Source: an optimization exercise on an open RTL-to-GDS flow (aim: small area and a short achievable clock period). Production flows keep margins and buffers that such runs may drop.
Function was checked by simulation only, so behaviour that the tests miss may differ from the original.
No activity file was given, so power comes from the tool's default toggle rates.

==> flow/design.v, too long to show whole: its modules and the start of the top module <==
// module fpga_top: 949 lines
module fpga_top (clk, rstn, addr, we, dx, dw, dt, out);
  // ...
==> flow/flow/run.sh <==
#!/bin/bash
# The standard layout with three changes:
#  1. after the standard synthesis, invpush.py flips full adders (and xor/xnor
#     gates) to remove most inverters between them (same function, same registers);
#  2. the port buffers are sky130_fd_sc_hd__buf_1;
#  3. timing repair aims at a shorter period (SETUP_SLACK_MARGIN).
set -euo pipefail
MARGIN=${MARGIN:-7}
bash standard.sh synth > flow_synth.log 2>&1
R=orfs/results/sky130hd/fpga_top/base
cp $R/1_2_yosys.v $R/1_2_yosys.standard.v
python3 flow/invpush.py $R/1_2_yosys.standard.v $R/1_2_yosys.v > flow_invpush.log 2>&1
rm -f $R/1_synth.odb $R/1_synth.sdc
bash standard.sh "BUFFER_PORTS_ARGS=-buffer_cell sky130_fd_sc_hd__buf_1" SETUP_SLACK_MARGIN=$MARGIN finish > flow_layout.log 2>&1
==> flow/flow/invpush.py <==
#!/usr/bin/env python3
"""Rewrite a mapped Yosys netlist so that fewer inverters sit between full adders.

A full adder is self-dual: FA(~a,~b,~c) = (~sum, ~cout).  So any sky130 fa cell may be
"flipped": it then computes the complement of its old outputs from the complement of its
old inputs.  This script chooses which full adders to flip so that the fewest signals need
an inverter, removes every inverter of the netlist and adds back one inverter per signal
that still needs its complement.  Registers, ports and all other cells are untouched.

usage: invpush.py IN.v OUT.v
"""
import re, sys, random

src = open(sys.argv[1]).read()
inst_re = re.compile(r'^  (sky130_fd_sc_hd__\w+) (\S+)\s*\((.*?)\n  \);\n', re.S | re.M)
pin_re = re.compile(r'\.(\w+)\(([^()]*?)\)')

insts = []
for m in inst_re.finditer(src):
    typ, name, body = m.group(1), m.group(2), m.group(3)
    pins = [(p, n.strip()) for p, n in pin_re.findall(body)]
    insts.append(dict(typ=typ, name=name, pins=pins, span=m.span()))

OUTPINS = {'X', 'Y', 'Q', 'Q_N', 'SUM', 'COUT', 'HI', 'LO'}
def is_inv(t): return re.fullmatch(r'sky130_fd_sc_hd__(clk)?inv_\d+', t) is not None
def is_fa(t): return re.fullmatch(r'sky130_fd_sc_hd__fa_\d+', t) is not None
def is_x(t): return re.fullmatch(r'sky130_fd_sc_hd__x(n)?or2_\d+', t) is not None
def is_flip(t): return is_fa(t) or is_x(t)

# output ports
outports = set()
for m in re.finditer(r'^\s*output\s+(\[[^\]]*\]\s*)?(\w+);', src, re.M):
    outports.add(m.group(2))
def base(n):
    return re.sub(r'\s*\[\d+\]\s*$', '', n).lstrip('\\').strip()

driver = {}
for i, c in enumerate(insts):
    for p, n in c['pins']:
        if p in OUTPINS:
            driver[n] = (i, p)

inv_of = {}  # net driven by an inverter -> its input net
for c in insts:
    if is_inv(c['typ']):
        d = dict(c['pins'])
        inv_of[d['Y']] = d['A']
# an inverter driving a port stays; keep it simple: refuse
for y in inv_of:
    if base(y) in outports:
        sys.exit('inverter drives an output port: ' + y)

def root(n):
    q = 0
    while n in inv_of:
        n = inv_of[n]; q ^= 1
    return n, q

fas = [i for i, c in enumerate(insts) if is_flip(c['typ'])]
faidx = {i: k for k, i in enumerate(fas)}
x = [0] * len(fas)

# loads: (root, q, fa_k or None)
loads = {}
for i, c in enumerate(insts):
    if is_inv(c['typ']):
        continue
    for p, n in c['pins']:
        if p in OUTPINS or n == '' or n.startswith("1'") or n == 'clk':
            continue
        r, q = root(n)
        loads.setdefault(r, []).append((q, faidx.get(i) if is_fa(c['typ']) else None, i, p))
# output port nets driven through inverters: none (checked)

def drvflip(r):
    d = driver.get(r)
    if d is not None and d[0] in faidx:
        return faidx[d[0]]
    return None

roots = list(loads)
rdrv = {r: drvflip(r) for r in roots}
# roots touching each fa
touch = [[] for _ in fas]
for r in roots:
    s = set()
    if rdrv[r] is not None: s.add(rdrv[r])
    for q, k, i, p in loads[r]:
        if k is not None: s.add(k)
    for k in s: touch[k].append(r)

def cost_root(r):
    d = rdrv[r]
    dp = x[d] if d is not None else 0
    for q, k, i, p in loads[r]:
        e = x[k] if k is not None else 0
        if q ^ e ^ dp:
            return 1
    return 0

def total():
    return sum(cost_root(r) for r in roots)

before = sum(1 for c in insts if is_inv(c['typ']))
best = total()
random.seed(1)
import math
cur = best
bestx = list(x)
T = 2.0
n = len(fas)
iters = 400000
for it in range(iters):
    T = 2.0 * (1 - it / iters) + 0.01
    k = random.randrange(n)
    old = sum(cost_root(r) for r in touch[k])
    x[k] ^= 1
    new = sum(cost_root(r) for r in touch[k])
    dlt = new - old
    if dlt <= 0 or random.random() < math.exp(-dlt / T):
        cur += dlt
        if cur < best:
            best = cur; bestx = list(x)
    else:
        x[k] ^= 1
x[:] = bestx
after = total()

# rewrite
out = []
pos = 0
newinv = []
need = {r for r in roots if cost_root(r)}
invnet = {r: f'_invp{j}_' for j, r in enumerate(sorted(need))}
repl = {}
for i, c in enumerate(insts):
    if is_inv(c['typ']):
        repl[i] = ''
        continue
    changed = False
    pins = []
    for p, n in c['pins']:
        if p in OUTPINS or n == '' or n.startswith("1'") or n == 'clk':
            pins.append((p, n)); continue
        r, q = root(n)
        d = rdrv[r]
        dp = x[d] if d is not None else 0
        e = x[faidx[i]] if (i in faidx and is_fa(c['typ'])) else 0
        nn = invnet[r] if (q ^ e ^ dp) else r
        pins.append((p, nn))
    typ = c['typ']
    if is_x(typ) and x[faidx[i]]:
        # xor2 drives X, xnor2 drives Y
        if 'xnor2' in typ:
            typ = typ.replace('xnor2', 'xor2'); pins = [('X' if p == 'Y' else p, n) for p, n in pins]
        else:
            typ = typ.replace('xor2', 'xnor2'); pins = [('Y' if p == 'X' else p, n) for p, n in pins]
    body = ',\n'.join(f'    .{p}({n} )' if n.startswith('\\') else f'    .{p}({n})' for p, n in pins)
    repl[i] = f"  {typ} {c['name']} (\n{body}\n  );\n"
for r in sorted(need):
    newinv.append(f"  sky130_fd_sc_hd__inv_1 {invnet[r]}cell (\n    .A({r + ' ' if r.startswith(chr(92)) else r}),\n    .Y({invnet[r]})\n  );\n")
for i, c in enumerate(insts):
    a, b = c['span']
    out.append(src[pos:a]); out.append(repl[i]); pos = b
rest = src[pos:]
k = rest.rfind('endmodule')
rest = rest[:k] + ''.join(newinv) + rest[k:]
out.append(rest)
text = ''.join(out)
# declare the new wires
decl = ''.join(f'  wire {invnet[r]};\n' for r in sorted(need))
text = re.sub(r'(\n  output out;\n  wire out;\n)', lambda m: m.group(1) + decl, text, count=1) if decl else text
assert all(f'wire {invnet[r]};' in text for r in need)
open(sys.argv[2], 'w').write(text)
print(f'invpush: {len(fas)} full adders and xors, {sum(x)} flipped; inverters {before} -> {len(need)}', file=sys.stderr)
==> flow/standard.sh <==
#!/bin/bash
# synth_recipe.tcl (not shown) runs the flow's synth.tcl, then flattens the netlist and writes it again
# the make line also repeats each setting of config.mk as NAME=value (left out here)
make -C /OpenROAD-flow-scripts/flow DESIGN_CONFIG=/design/flow/config.mk WORK_HOME=/design/flow/orfs CLKGATE_MAP_FILE= SYNTH_SCRIPT=/design/flow/synth_recipe.tcl "${@:-finish}"
==> flow/config.mk <==
export PLATFORM = sky130hd
export DESIGN_NAME = fpga_top
export DESIGN_NICKNAME = fpga_top
export VERILOG_FILES = /design/flow/design.v
export SDC_FILE = /design/flow/constraint.sdc
export NUM_CORES = 4
export LEC_CHECK = 0
export CAP_MARGIN = 20
export CORE_MARGIN = 2
export CORE_UTILIZATION = 40
export SLEW_MARGIN = 20
==> flow/constraint.sdc <==
create_clock -name core_clock -period 10.0 [get_ports {clk}]
set_input_delay 2.0000 -clock core_clock [delete_from_list [all_inputs] [get_ports {clk}]]
set_output_delay 2.0000 -clock core_clock [all_outputs]
set_load 0.01 [all_outputs]
==> flow_summary_export.csv, run 1 <==
group,metric,value,unit
cells_and_area,n_clock_buffer,64,
cells_and_area,top_register,"tmem",
critical_path,cp_top_family,"flip-flops",
route,top_layer,"met5",
cells_and_area,drive_gt1_frac,0.138,
hold_path,hp-start,"wa2[0]",
cells_and_area,seq_cells,422,
sta,slew_headroom,0.279,
critical_path,cp.required,8.00,ns
clock_tree,post_cts_buffers,1,
cells_and_area,utilization,0.498,
critical_path,cp-startpoint,"outr",
status,status,"finished clean",
sta,hold_ws,0.362,ns
critical_path,worstSetupPathType,"register to primary output",
sta,setup_viol,0,
placed_design,dp_hpwl,53.7,mm
cells_and_area,inverters_excl_clock,41,
route,firstDrtPassIters,7,
critical_path,reg2reg_slack,7.07,ns
grt,grt_overflow,0,
floorplanning,ioPinCount,535,
critical_path,crit_chain,"buf_6",
cells_and_area,syn2layout_area_growth,23.2,%
cells_and_area,bufAreaShareNonClock,0.0834,
grt,grt.busiest_layer,"met2",
cells_and_area,final_cells,2639,
power,sequentialPowerShare,0.281,
grt,grt_usage,0.242,
critical_path,cp_max_fo,1,
power,switching_share,0.379,
power,p_switching,3.52,mW
floorplanning,core-area,52600,sq um
cells_and_area,signal_buffers,545,
clock_tree,ctsHoldBuffers,0,
critical_path,startpoint_type,"register",
power,power.density,355,nW/um^2
grt,grt_util_met1,0.337,
critical_path,cp_num_cells,1,
sta,fin_worst_skew,0.0240,ns
clock_tree,cts.sinks,422,
==> run 2, diff against run 1 <==
--- a/flow/flow/run.sh
+++ b/flow/flow/run.sh
@@ -7,3 +7,3 @@
 set -euo pipefail
-MARGIN=${MARGIN:-7}
+MARGIN=${MARGIN:-7.3}
 bash standard.sh synth > flow_synth.log 2>&1
==> flow_summary_export.csv, run 2 <==
group,metric,value,unit
critical_path,worstPathArrival,1.06,ns
sta,rsz0062_at_grt,"true",
grt,grt_start_max_net_pins,51,
grt,use_met2,0.374,
power,p_switching,3.81,mW
route,num_vias,12700,
floorplanning,die_y,235,um
critical_path,cpMaxStageDelayCell,"dfxtp_4",
clock_tree,cts_buffer_depth,3,
critical_path,worstSetupPathType,"register to primary output",
floorplanning,die_area,55000,sq um
power,fin_total_pwr,10.2,mW
critical_path,crit_chain,"buf_6",
sta,fin_worst_skew,0.0178,ns
critical_path,startpoint_type,"register",
sta,fin_crit_sh,0.306,
sta,hold_violations,0,
critical_path,worst_setup_path_end_kind,"primary output",
clock_tree,cts.clk_slew.worst_paths,0.07,ns
cells_and_area,nets,2740,
sta,setup_viol,0,
sta,tightestPinTransition,1.10,ns
synth,synthCells,1342,
cells_and_area,syn2layout_area_growth,41.7,%
power,combPwrFrac,0.574,
cells_and_area,final_common_cell,"edfxtp_1",
cells_and_area,final_cell_mix,"edfxtp_1 (203), dfxtp_1 (194), buf_1 (191)",
critical_path,reg2reg_depth,9,
power,switching_share,0.374,
grt,grt_overflow,0,
grt,grt_pass1_wl,92.4,mm
run,drv_cap,0,
synth,synthesis.area,21300,sq um
floorplanning,row_count,84,
clock_tree,cts.sinks,422,
clock_tree,cts_htree_levels,2,
grt,grt_util_met1,0.322,
placed_design,dp_cells,2553,
placed_design,io_buffers,534,
critical_path,cp.required,8.00,ns
sta,finalMaxSlewViolations,0,
floorplanning,initial_utilization,0.405,
sta,max_freq,327,MHz
clock_tree,clockRootBuffer,"clkbuf_16",
status,status,"finished clean",
clock_tree,clk_latency,0.58,ns
cells_and_area,utilization,0.574,
critical_path,cp_top_family,"flip-flops",
sta,tns,0,ns
critical_path,rr_endpoint,"outr",
route,wire_per_inst,25.6,um
synth,syn_nets,2167,
cells_and_area,largest_registers,"tmem (128), p1 (115), pmem (72)",
route,drtAntennaViolNets,0,
grt,grt_use_met3,0.101,
sta,period_needed,3.06,ns
route,drc,0,
critical_path,slowest_delay,0.36,ns
cells_and_area,fill_cells,4077,
cells_and_area,largest_reg_flops,128,
route,first_iter_violations,756,
floorplanning,core-area,52600,sq um
floorplanning,die_x,235,um
hold_path,hp-start,"wv2",
cells_and_area,final_cells,2638,
cells_and_area,top_register,"tmem",
power,cell_internal_pwr,6.37,mW
power,clkPwrFrac,0.167,
critical_path,cp_max_fo,1,
synth,yosysWarnings,1,
clock_tree,cts_buffers,45,
sta,slew_headroom,0.263,
hold_path,min_to,"wv3",
synth,syn_avg_cell_area,15.8,sq um
power,ir_worst_vdd,0.000476,V
hold_path,hold_path_depth,0,
cells_and_area,drive_gt1_frac,0.486,
critical_path,reg2reg_slack,7.06,ns
grt,grt_pass1_vias,14400,
clock_tree,ctsHoldBuffers,0,
critical_path,timing.critical_path.buf_inv,1,
power,power.density,338,nW/um^2
placed_design,routabilityCongestion,0.925,
route,firstDrtPassIters,5,
grt,grt_antenna_before_repair,7,
power,sequentialPowerShare,0.259,
cells_and_area,regArea,10500,sq um
clock_tree,cts_tree,"done",
route,post_drt_via_cell_ratio,4.83,
grt,grt_usage,0.243,
power,p_leak,11.3,nW
cells_and_area,multi_input_area,13200,sq um
floorplanning,ioPinCount,535,
grt,grt.busiest_layer,"met2",
placed_design,dp_hpwl,53.4,mm
hold_path,hold_path.class,"register to register",
route,routed_wl,67.5,mm
-- run 2: worst reg2reg max path, stage by stage (launching register included) --
cell and delay, ns:
dfxtp_4 0.54, buf_16 0.30, mux4_2 0.58, mux2i_1 0.20
a21o_1 0.18, ha_1 0.23, and4_1 0.19, a221oi_1 0.30
o21ai_0 0.13, o21a_1 0.19
-- run 2: area by class of cell --
cell class                      count  share of cell area
Antenna cell                        1           0.0000830
Tap cell                          688              0.0286
Clock buffer                       67              0.0438
Sequential cell                   422               0.349
Inverter                           41             0.00511
Clock inverter                     14             0.00627
Multi-Input combinational cell    856               0.438
Timing Repair Buffer              549               0.129
-- run 2: metal layers --
layer	share of wire	wire length (um)
met2	0.47	31500
met5	0.0011	77
met3	0.10	6880
met4	0.022	1480
met1	0.41	27500
-- run 2: worst max-delay path by stage --
| stage | startpoint | end | slack, ns | cells past startpoint |
|---|---|---|---|---|
| floorplan | dw[110] | p1[12] | 6.75 | 3 |
| global placement | dx[7] | p1[0] | 6.21 | 4 |
| detailed placement | dx[7] | p1[0] | 6.18 | 4 |
| CTS | outr | out | 6.92 | 1 |
| global route | outr | out | 6.91 | 1 |
| finish | outr | out | 6.94 | 1 |
-- run 2: per-stage QoR --
step / instance area (sq um) / hold slack (ns) / setup WS (ns)
floorplan: 21600 / 0.330 / 6.75
global placement: 24500 / 0.356 / 6.21
detailed placement: 24500 / 0.357 / 6.18
CTS: 27700 / 0.366 / 6.92
global route: 30100 / 0.367 / 6.91
finish: 30100 / 0.370 / 6.94
-- run 2: power by group through the flow --
stage               sequential (mW)  combinational, mW  clock, mW
floorplan                      2.56               3.48          0
global placement               2.64               4.97          0
detailed placement             2.65               5.13          0
CTS                            2.63               5.67       1.73
global route                   2.67               6.67       1.79
finish                         2.63               5.85       1.70
-- run 2: timing repair --
| item | in CTS | in global routing |
|---|---|---|
| resized for setup | 516 | 655 |
| gates cloned | 0 | 0 |
| hold endpoints to repair | 0 | 0 |
| buffers inserted | 2 | 1 |
| endpoints found under the setup margin | 133 | 109 |
| pin swaps | 238 | 291 |
==> run 3, diff against run 2 <==
--- a/flow/flow/run.sh
+++ b/flow/flow/run.sh
@@ -7,3 +7,3 @@
 set -euo pipefail
-MARGIN=${MARGIN:-7.3}
+MARGIN=${MARGIN:-7}
 bash standard.sh synth > flow_synth.log 2>&1
--- a/flow/config.mk
+++ b/flow/config.mk
@@ -9,3 +9,3 @@
 export CORE_MARGIN = 2
-export CORE_UTILIZATION = 40
+export CORE_UTILIZATION = 60
 export SLEW_MARGIN = 20
==> flow_summary_export.csv, run 3 <==
group,metric,value,unit
critical_path,rr_endpoint,"p2[5]",
sta,tns,0,ns
cells_and_area,largest_reg_flops,128,
sta,setup_viol,0,
placed_design,place_ws,6.26,ns
floorplanning,initial_utilization,0.613,
floorplanning,row_count,68,
clock_tree,cts_buffer_depth,3,
sta,rsz0062_at_grt,"true",
clock_tree,ctsHoldBuffers,0,
placed_design,routabilityCongestion,1.02,
route,routed_wl,65.3,mm
clock_tree,clk_latency,0.55,ns
cells_and_area,multi_input_area,11200,sq um
placed_design,dp_hpwl,52.4,mm
floorplanning,die_area,37000,sq um
hold_path,hold_path.class,"register to register",
floorplanning,core-area,34700,sq um
sta,fin_crit_sh,0.301,
synth,yosysWarnings,1,
hold_path,min_to,"wv3",
cells_and_area,largest_registers,"tmem (128), p1 (115), pmem (72)",
sta,hold_violations,0,
route,drc,0,
status,status,"finished clean",
cells_and_area,final_cell_mix,"buf_1 (491), dfxtp_1 (214), fa_1 (211)",
clock_tree,cts_tree,"done",
sta,fin_worst_skew,0.0230,ns
critical_path,worst_setup_path_end_kind,"register",
hold_path,hp-start,"wv2",
floorplanning,die_y,192,um
synth,synthesis.area,21300,sq um
sta,timing.final.ws_setup,6.99,ns
grt,grt_pass1_wl,90.3,mm
grt,grt_usage,0.355,
route,drtAntennaViolNets,0,
critical_path,cp.required,10.40,ns
route,post_drt_via_cell_ratio,5.53,
power,fin_total_pwr,9.40,mW
sta,period_needed,3.01,ns
route,wire_per_inst,27.1,um
grt,grt_overflow,0,
critical_path,worstPathArrival,3.41,ns
sta,max_freq,332,MHz
run,drv_cap,0,
cells_and_area,regArea,10500,sq um
critical_path,reg2reg_slack,7.05,ns
floorplanning,die_x,192,um
cells_and_area,top_register,"tmem",
grt,grt_start_max_net_pins,51,
critical_path,worstSetupPathType,"input pin to register",
critical_path,worstReg2RegStart,"p1[79]",
critical_path,reg2reg_depth,5,
sta,finalMaxSlewViolations,0,
floorplanning,ioPinCount,535,
critical_path,startpoint_type,"input pin",
critical_path,cp_max_fo,1,
grt,grt_pass1_vias,14000,
clock_tree,cts_buffers,43,
clock_tree,clockRootBuffer,"clkbuf_16",
sta,tightestPinTransition,1.11,ns
synth,syn_avg_cell_area,15.8,sq um
clock_tree,cts.clk_slew.worst_paths,0.06,ns
power,ir_worst_vdd,0.000461,V
clock_tree,cts_htree_levels,2,
cells_and_area,final_common_cell,"buf_1",
power,p_leak,9.84,nW
synth,synthCells,1342,
power,power.density,360,nW/um^2
route,firstDrtPassIters,5,
sta,slew_headroom,0.259,
sta,hold_ws,0.356,ns
grt,grt_antenna_before_repair,16,
cells_and_area,drive_gt1_frac,0.152,
cells_and_area,fill_cells,2177,
route,num_vias,13300,
placed_design,io_buffers,534,
cells_and_area,nets,2731,
synth,syn_nets,2167,
cells_and_area,syn2layout_area_growth,22.9,%
route,first_iter_violations,1075,
clock_tree,cts.sinks,422,
hold_path,hold_path_depth,0,
==> run 3: cell count changes in the layout (fill, tap and decap cells not counted), sizes merged <==
| cell | change |
|---|---|
| inv | +1 |
| clkbuf | -98 |
| clkinv | +4 |
| diode | +11 |
| buf | +81 |
| bufinv | +3 |
==> run 3: worst max-delay path by stage <==
stage / from / to / slack [ns] / cells past startpoint
2_1_floorplan: dw[110] / p1[12] / 6.75 / 3
3_3_place_gp: dx[109] / p1[12] / 6.29 / 4
3_5_place_dp: dx[104] / p1[11] / 6.26 / 4
4_1_cts: register / outr / 6.96 / 9
5_1_grt: dx[131] / p1[14] / 6.97 / 4
6_report: dx[13] / p1[1] / 6.99 / 4
==> run 3: metal layers <==
metal  up-vias  share of wire  global-route usage
li1       5712              -                   -
met4        10          0.026              0.0981
met1      6830           0.37               0.469
met5         -        0.00095                   0
met3        94           0.12               0.143
met2       667           0.48               0.548
==> run 3: timing repair <==
action	4_1_cts	5_1_grt
pin swaps	6	24
endpoints found under the hold margin	0	0
setup buffers	1	2
gates cloned	0	0
gates resized for setup	48	58
setup endpoints to repair	31	30
==> run 3: stage by stage <==
stage	instance area (sq um)	instances	util
floorplan	21500	1342	-
global placement	24000	2312	0.693
detailed placement	24100	2312	0.693
CTS	25800	2392	0.743
global route	26100	2403	0.753
finish	26100	2407	0.753
==> run 3: area by class of cell <==
type / instances / share of cell area
Timing Repair Buffer: 542 / 0.0830
Tap cell: 455 / 0.0218
Sequential cell: 422 / 0.401
Inverter: 41 / 0.00589
Clock inverter: 22 / 0.0122
Clock buffer: 57 / 0.0483
Antenna cell: 12 / 0.00115
Multi-Input combinational cell: 856 / 0.427
==> run 3: power breakdown <==
part           internal (mW)  switching [mW]
combinational           2.40            2.63
clock                   1.08           0.682
sequential              2.36           0.249
==> run 3: critical path: stages <==
cell and delay [ns]:
buf_1 0.12, xor2_1 0.24, fa_1 0.52, fa_1 0.53
==> run 4, diff against run 3 <==
--- a/flow/config.mk
+++ b/flow/config.mk
@@ -9,3 +9,4 @@
 export CORE_MARGIN = 2
-export CORE_UTILIZATION = 60
+export CORE_UTILIZATION = 40
+export CTS_BUF_LIST = sky130_fd_sc_hd__clkbuf_8
 export SLEW_MARGIN = 20
==> flow_summary_export.csv, run 4 <==
group,metric,value,unit
status,status,"finished clean",
placed_design,post_dp_cell_area,24400,sq um
grt,grt_use_met3,0.0801,
sta,finalMaxSlewViolations,0,
power,switching_share,0.388,
cells_and_area,final_common_cell,"buf_1",
power,clkPwrFrac,0.170,
power,ir_worst_vdd,0.000417,V
route,post_drt_via_cell_ratio,4.85,
critical_path,startpoint_type,"register",
clock_tree,cts.clk_slew.worst_paths,0.06,ns
route,drtAntennaViolNets,0,
power,p_leak,9.82,nW
critical_path,cp_top_family,"flip-flops",
grt,grt_util_met1,0.339,
clock_tree,cts_tree,"done",
grt,use_met2,0.369,
critical_path,worstPathArrival,1.09,ns
clock_tree,cts_buffer_depth,3,
clock_tree,clockRootBuffer,"clkbuf_8",
sta,fin_worst_skew,0.0337,ns
route,first_iter_violations,752,
critical_path,slowest_delay,0.37,ns
route,drc,0,
power,fin_total_pwr,9.01,mW
placed_design,routabilityCongestion,0.889,
sta,hold_violations,0,
critical_path,cp.required,8.00,ns
cells_and_area,stdcell_area,26000,sq um
run,drv_cap,0,
clock_tree,cts_buffers,72,
grt,grt_usage,0.243,
sta,slew_headroom,0.234,
grt,grt_start_max_net_pins,51,
sta,setup_viol,0,
floorplanning,die_area,55000,sq um
route,routed_wl,65.3,mm
sta,max_freq,323,MHz
critical_path,timing.critical_path.buf_inv,1,
grt,grt_overflow,0,
route,wire_per_inst,24.3,um
power,p_switching,3.50,mW
placed_design,dp_cells,2550,
floorplanning,initial_utilization,0.405,
cells_and_area,largest_registers,"tmem (128), p1 (115), pmem (72)",
grt,grt_pass1_vias,14300,
cells_and_area,top_register,"tmem",
hold_path,hold_path.class,"register to register",
floorplanning,row_count,84,
clock_tree,clk_latency,0.64,ns
sta,rsz0062_at_grt,"true",
cells_and_area,final_cells,2690,
placed_design,dp_hpwl,53.7,mm
critical_path,worst_setup_path_end_kind,"primary output",
sta,tns,0,ns
synth,synthesis.area,21300,sq um
route,num_vias,13100,
critical_path,cp_max_fo,1,
cells_and_area,nets,2763,
cells_and_area,final_cell_mix,"buf_1 (512), xor2_1 (232), dfxtp_1 (212)",
sta,tightestPinTransition,1.14,ns
critical_path,crit_chain,"buf_6",
critical_path,worstSetupPathType,"register to primary output",
route,firstDrtPassIters,5,
cells_and_area,largest_reg_flops,128,
synth,syn_avg_cell_area,15.8,sq um
sta,hold_ws,0.357,ns
cells_and_area,drive_gt1_frac,0.142,
clock_tree,cts.sinks,422,
grt,grt.busiest_layer,"met2",
placed_design,io_buffers,534,
critical_path,cpMaxStageDelayCell,"dfxtp_2",
sta,period_needed,3.09,ns
cells_and_area,syn2layout_area_growth,22.4,%
power,sequentialPowerShare,0.290,
floorplanning,core-area,52600,sq um
sta,fin_crit_sh,0.309,
power,cell_internal_pwr,5.51,mW
floorplanning,die_x,235,um
power,combPwrFrac,0.540,
synth,syn_nets,2167,
grt,grt_antenna_before_repair,15,
synth,yosysWarnings,1,
floorplanning,ioPinCount,535,
power,power.density,346,nW/um^2
clock_tree,cts_htree_levels,3,
grt,grt_pass1_wl,92.8,mm
floorplanning,die_y,235,um
synth,synthCells,1342,
==> run 4: changes by cell type in the layout (fill, tap and decap cells not counted), sizes merged <==
cell / before / now
inv: 43 / 70
clkbuf: 73 / 92
buf: 526 / 538
clkinv: 10 / 18
diode: 12 / 4
bufinv: 7 / 2
clkinvlp: 3 / 0
==> run 4: cell type report <==
cell class	count	area, sq um
Fill cell	4607	26500
Multi-Input combinational cell	856	10900
Sequential cell	422	10500
Timing Repair Buffer	545	2170
Clock buffer	85	1170
Tap cell	688	861
Clock inverter	49	272
Inverter	41	154
Antenna cell	4	10.0
==> run 4: metal layers <==
metal / share of wire / routed length [um] / vias up
li1: - / - / 5810
met1: 0.44 / 28700 / 6605
met2: 0.45 / 29500 / 533
met3: 0.090 / 5870 / 82
met4: 0.016 / 1030 / 20
met5: 0.0022 / 143 / -
==> run 4: timing repair <==
item	4_1_cts	5_1_grt
pin swaps	2	16
gates resized for setup	26	29
setup buffers	1	0
setup endpoints to repair	13	27
hold buffers	0	0
==> run 4: final timing paths <==
kind	from	to	slack, ns	cells past startpoint
setup / recovery	outr	out	6.91	1
hold / removal	wa2[0]	wa3[0]	0.36	0
setup reg to reg	p1[35]	p2[5]	7.04	5
hold reg to reg	wa2[0]	wa3[0]	0.36	0
==> run 4: metrics by stage <==
stage,util,worst slack [ns]
floorplan,-,6.75
global placement,0.464,6.26
detailed placement,0.465,6.21
CTS,0.493,6.87
global route,0.495,6.86
finish,0.495,6.91
==> run 4: power groups by stage <==
stage | Sequential, mW | Combinational [mW] | Clock, mW
after floorplan | 2.55 | 3.32 | 0
after global placement | 2.64 | 4.71 | 0
after detailed placement | 2.65 | 4.82 | 0
after global routing | 2.66 | 5.67 | 1.65
after CTS | 2.62 | 4.85 | 1.57
final | 2.62 | 4.86 | 1.53
==> run 5, diff against run 4 <==
--- a/flow/config.mk
+++ b/flow/config.mk
@@ -10,3 +10,3 @@
 export CORE_UTILIZATION = 40
-export CTS_BUF_LIST = sky130_fd_sc_hd__clkbuf_8
+export CTS_BUF_LIST = sky130_fd_sc_hd__clkbuf_4
 export SLEW_MARGIN = 20
==> flow_summary_export.csv, run 5 <==
group,metric,value,unit
synth,synthCells,1342,
floorplanning,ioPinCount,535,
power,clkPwrFrac,0.173,
cells_and_area,final_cells,2761,
critical_path,cp-startpoint,"outr",
cells_and_area,drive_gt1_frac,0.165,
grt,grt_start_max_net_pins,51,
route,firstDrtPassIters,7,
grt,grt_usage,0.244,
placed_design,io_buffers,534,
power,combPwrFrac,0.537,
route,post_drt_via_cell_ratio,4.79,
route,first_iter_violations,718,
clock_tree,cts_htree_levels,3,
cells_and_area,top_register,"tmem",
critical_path,startpoint_type,"register",
floorplanning,core-area,52600,sq um
floorplanning,die_area,55000,sq um
hold_path,hold_path_depth,0,
critical_path,cp_num_cells,1,
sta,fin_worst_skew,0.0539,ns
power,cell_internal_pwr,5.51,mW
route,wire_per_inst,23.8,um
grt,grt_overflow,0,
synth,synthesis.area,21300,sq um
critical_path,worstPathArrival,1.32,ns
clock_tree,cts.clk_slew.worst_paths,0.08,ns
placed_design,dp_hpwl,53.7,mm
critical_path,cpMaxStageDelayCell,"dfxtp_2",
route,drc,0,
grt,grt_pass1_wl,93.0,mm
cells_and_area,final_cell_mix,"buf_1 (531), xor2_1 (233), dfxtp_1 (213), fa_1 (213), edfxtp_1 (203)",
sta,fin_crit_sh,0.332,
grt,grt_pass1_vias,14600,
synth,syn_avg_cell_area,15.8,sq um
sta,tns,0,ns
sta,period_needed,3.32,ns
sta,finalMaxSlewViolations,0,
sta,max_freq,301,MHz
critical_path,crit_chain,"buf_6",
power,switching_share,0.389,
sta,slew_headroom,0.253,
sta,tightestPinTransition,1.12,ns
critical_path,worstSetupPathType,"register to primary output",
cells_and_area,stdcell_area,26000,sq um
grt,grt_antenna_before_repair,20,
clock_tree,cts.sinks,422,
cells_and_area,nets,2797,
critical_path,rr_endpoint,"outr",
cells_and_area,largest_registers,"tmem (128), p1 (115), pmem (72)",
placed_design,dp_cells,2550,
critical_path,cp.required,8.00,ns
sta,hold_violations,0,
clock_tree,cts_buffer_depth,3,
critical_path,endpoint,"out",
synth,yosysWarnings,1,
run,drv_cap,0,
floorplanning,initial_utilization,0.405,
cells_and_area,regArea,10500,sq um
hold_path,hp-start,"wa2[1]",
route,drtAntennaViolNets,0,
cells_and_area,syn2layout_area_growth,22.4,%
power,p_switching,3.51,mW
floorplanning,row_count,84,
power,ir_worst_vdd,0.000420,V
clock_tree,ctsHoldBuffers,0,
floorplanning,die_y,235,um
clock_tree,clockRootBuffer,"clkbuf_4",
critical_path,reg2reg_depth,9,
power,p_leak,9.81,nW
synth,syn_nets,2167,
critical_path,cp_top_family,"flip-flops",
floorplanning,die_x,235,um
placed_design,routabilityCongestion,0.889,
route,num_vias,13200,
cells_and_area,largest_reg_flops,128,
cells_and_area,multi_input_area,10900,sq um
critical_path,timing.critical_path.buf_inv,1,
power,sequentialPowerShare,0.290,
critical_path,slowest_delay,0.37,ns
cells_and_area,final_common_cell,"buf_1",
placed_design,post_dp_cell_area,24400,sq um
critical_path,reg2reg_slack,6.84,ns
clock_tree,cts_tree,"done",
status,status,"finished clean",
sta,rsz0062_at_grt,"true",
hold_path,hold_path.class,"register to register",
clock_tree,clk_latency,0.86,ns
cells_and_area,fill_cells,4664,
critical_path,worst_setup_path_end_kind,"primary output",
sta,setup_viol,0,
route,routed_wl,65.6,mm
critical_path,cp_max_fo,1,
clock_tree,cts_buffers,107,
power,power.density,347,nW/um^2
[run 5: worst min-delay path by stage]
stage | to | slack, ns
2_1_floorplan | wv3 | 0.33
3_3_place_gp | wv3 | 0.35
3_5_place_dp | wv3 | 0.35
4_1_cts | wa3[1] | 0.35
5_1_grt | wa3[1] | 0.35
6_report | wa3[1] | 0.35
[run 5: repair_timing]
| action | CTS | global route |
|---|---|---|
| gates resized for setup | 9 | 18 |
| setup endpoints to repair | 6 | 21 |
| buffers inserted | 0 | 0 |
| pin swaps | 0 | 12 |
[run 5: final cells by class]
type	instances	area share
clock buffers	174	0.0502
inverters	41	0.00591
well taps	688	0.0331
multi-input cells	856	0.418
diodes	9	0.000865
repair buffers	544	0.0815
flip-flops and latches	422	0.403
clock inverters	27	0.00731
[run 5: power by group through the flow]
| stage | sequential [mW] | combinational (mW) | clock (mW) |
|---|---|---|---|
| 2_1_floorplan | 2.55 | 3.32 | 0 |
| 3_3_place_gp | 2.64 | 4.71 | 0 |
| 3_5_place_dp | 2.65 | 4.82 | 0 |
| 4_1_cts | 2.62 | 4.85 | 1.60 |
| 5_1_grt | 2.66 | 5.66 | 1.69 |
| 6_report | 2.61 | 4.85 | 1.56 |
[run 5: routing by layer]
layer,wire length [um],vias to the layer above,share of wire,track usage
li1,-,5959,-,-
met1,27200,6600,0.41,0.319
met2,29500,555,0.45,0.367
met3,7410,95,0.11,0.113
met4,1370,22,0.021,0.0651
met5,161,-,0.0025,0.0152
[run 5: metrics by stage]
stage / total power [mW] / hold WS (ns) / setup slack, ns / utilization
final: 9.02 / 0.345 / 6.68 / 0.495
after CTS: 9.07 / 0.350 / 6.57 / 0.493
after floorplan: 5.88 / 0.330 / 6.75 / -
after detailed placement: 7.47 / 0.355 / 6.21 / 0.465
after global placement: 7.35 / 0.355 / 6.26 / 0.464
after global routing: 10.0 / 0.354 / 6.56 / 0.495
==> run 6, diff against run 5 <==
--- a/flow/flow/run.sh
+++ b/flow/flow/run.sh
@@ -5,3 +5,4 @@
 #  2. the port buffers are sky130_fd_sc_hd__buf_1;
-#  3. timing repair aims at a shorter period (SETUP_SLACK_MARGIN).
+#  3. timing repair aims at a shorter period (SETUP_SLACK_MARGIN);
+#  4. clock tree of clkbuf_8 without dummy loads.
 set -euo pipefail
@@ -13,2 +14,2 @@
 rm -f $R/1_synth.odb $R/1_synth.sdc
-bash standard.sh "BUFFER_PORTS_ARGS=-buffer_cell sky130_fd_sc_hd__buf_1" SETUP_SLACK_MARGIN=$MARGIN finish > flow_layout.log 2>&1
+bash standard.sh "BUFFER_PORTS_ARGS=-buffer_cell sky130_fd_sc_hd__buf_1" SETUP_SLACK_MARGIN=$MARGIN "CTS_ARGS=-sink_clustering_enable -repair_clock_nets -dont_use_dummy_load -buf_list sky130_fd_sc_hd__clkbuf_8" finish > flow_layout.log 2>&1
--- a/flow/config.mk
+++ b/flow/config.mk
@@ -10,3 +10,2 @@
 export CORE_UTILIZATION = 40
-export CTS_BUF_LIST = sky130_fd_sc_hd__clkbuf_4
 export SLEW_MARGIN = 20
==> flow_summary_export.csv, run 6 <==
group,metric,value,unit
status,status,"finished clean",
sta,rsz0062_at_grt,"true",
cells_and_area,largest_registers,"tmem (128), p1 (115), pmem (72)",
placed_design,place_ws,6.21,ns
cells_and_area,final_cell_mix,"buf_1 (509), xor2_1 (232), dfxtp_1 (213)",
clock_tree,cts_htree_levels,3,
grt,grt_pass1_wl,92.4,mm
critical_path,timing.critical_path.buf_inv,1,
critical_path,worstPathArrival,1.07,ns
placed_design,dp_hpwl,53.7,mm
critical_path,crit_chain,"buf_6",
critical_path,cpMaxStageDelayCell,"dfxtp_2",
synth,synthCells,1342,
critical_path,cp_max_fo,1,
clock_tree,cts_buffer_depth,3,
floorplanning,die_x,235,um
sta,max_freq,326,MHz
clock_tree,cts_tree,"done",
route,first_iter_violations,717,
cells_and_area,nets,2763,
critical_path,worstSetupPathType,"register to primary output",
sta,fin_crit_sh,0.307,
power,p_leak,9.51,nW
grt,grt_pass1_vias,14300,
synth,yosysWarnings,1,
clock_tree,cts_buffers,72,
route,wire_per_inst,24.8,um
sta,slew_headroom,0.267,
route,post_drt_via_cell_ratio,4.89,
grt,grt_start_max_net_pins,51,
route,drc,0,
floorplanning,initial_utilization,0.405,
sta,period_needed,3.07,ns
grt,grt_overflow,0,
critical_path,startpoint_type,"register",
sta,setup_viol,0,
floorplanning,die_area,55000,sq um
synth,syn_nets,2167,
placed_design,io_buffers,534,
placed_design,routabilityCongestion,0.889,
critical_path,worst_setup_path_end_kind,"primary output",
sta,hold_ws,0.355,ns
cells_and_area,syn2layout_area_growth,20.3,%
hold_path,hold_path.class,"register to register",
synth,synthesis.area,21300,sq um
sta,tns,0,ns
floorplanning,core-area,52600,sq um
cells_and_area,top_register,"tmem",
sta,finalMaxSlewViolations,0,
sta,tightestPinTransition,1.09,ns
clock_tree,ctsHoldBuffers,0,
power,power.density,341,nW/um^2
grt,grt_usage,0.242,
route,num_vias,12900,
critical_path,cp_top_family,"flip-flops",
cells_and_area,final_common_cell,"buf_1",
route,firstDrtPassIters,5,
grt,grt_antenna_before_repair,16,
critical_path,cp.required,8.00,ns
run,drv_cap,0,
floorplanning,die_y,235,um
clock_tree,clockRootBuffer,"clkbuf_8",
cells_and_area,utilization,0.487,
floorplanning,row_count,84,
cells_and_area,largest_reg_flops,128,
clock_tree,cts.sinks,422,
power,fin_total_pwr,8.72,mW
synth,syn_avg_cell_area,15.8,sq um
sta,hold_violations,0,
floorplanning,ioPinCount,535,
power,ir_worst_vdd,0.000423,V
clock_tree,cts.clk_slew.worst_paths,0.05,ns
sta,fin_worst_skew,0.0617,ns
cells_and_area,drive_gt1_frac,0.132,
sta,timing.final.ws_setup,6.93,ns
critical_path,slowest_delay,0.36,ns
route,drtAntennaViolNets,0,
route,routed_wl,65.2,mm
clock_tree,clk_latency,0.63,ns
-- run 6: stage by stage --
stage / instance area (sq um) / cells
after floorplan: 21500 / 1342
after global placement: 24400 / 2548
after detailed placement: 24400 / 2550
after CTS: 25500 / 2623
after global routing: 25600 / 2629
final: 25600 / 2629
-- run 6: per-layer routing --
| metal | up-vias | share of wire | global-route usage |
|---|---|---|---|
| met5 | - | 0.0022 | 0.0152 |
| met4 | 20 | 0.016 | 0.0542 |
| met3 | 81 | 0.094 | 0.0894 |
| met2 | 518 | 0.45 | 0.369 |
| met1 | 6502 | 0.44 | 0.331 |
| li1 | 5745 | - | - |
-- run 6: power by group --
group / internal [mW] / switching (mW) / leakage, nW
logic: 2.32 / 2.54 / 5.31
clock network: 0.633 / 0.606 / 0.518
registers: 2.37 / 0.249 / 3.69
-- run 6: layout make-up --
| type | instances | area (sq um) |
|---|---|---|
| well taps | 688 | 861 |
| inverters | 41 | 154 |
| repair buffers | 545 | 2170 |
| multi-input cells | 856 | 10900 |
| fillers | 4605 | 27000 |
| clock buffers | 72 | 991 |
| diodes | 5 | 12.5 |
| flip-flops and latches | 422 | 10500 |
-- run 6: timing repair --
item,4_1_cts,5_1_grt
resized for setup,28,28
pin swaps,7,14
buffers inserted,1,0
setup endpoints to repair,17,22
-- run 6: worst paths after layout --
path | depth (start not counted) | slack [ns] | from | to
worst min register to register | 0 | 0.36 | wv1 | wv2
worst min-delay path | 0 | 0.36 | wv1 | wv2
worst max-delay path | 1 | 6.93 | outr | out
worst max register to register | 5 | 7.04 | p1[35] | p2[5]

re-timing with driven ports:
Ports are ideal in the flow. The routed layouts listed here were re-timed in OpenROAD.
Step 1 assumes that a clkbuf_16 drives the clock port and a buf_2 every other input.
Step 2, shift: input delay + t, output delay - t, t = (earliest + latest rising clock arrival at the registers) / 2. This alone moves slack from input paths to output paths.
a / b / c = no drivers / after step 1 / after step 2; a / b = the first two.
run	t (ns)	slack for setup (ns)	clock arrival spread, ns
run 1	0.624	6.949 / 6.891 / 6.366	0.026 / 0.026
run 2	0.624	6.938 / 6.883 / 6.427	0.020 / 0.020
run 3	0.595	6.989 / 6.964 / 6.406	0.024 / 0.024
run 4	0.679	6.905 / 6.848 / 6.342	0.034 / 0.034
run 5	0.879	6.677 / 6.629 / 6.121	0.073 / 0.073
run 6	0.651	6.934 / 6.883 / 6.360	0.062 / 0.061
After both steps setup and hold are still met in every run listed.
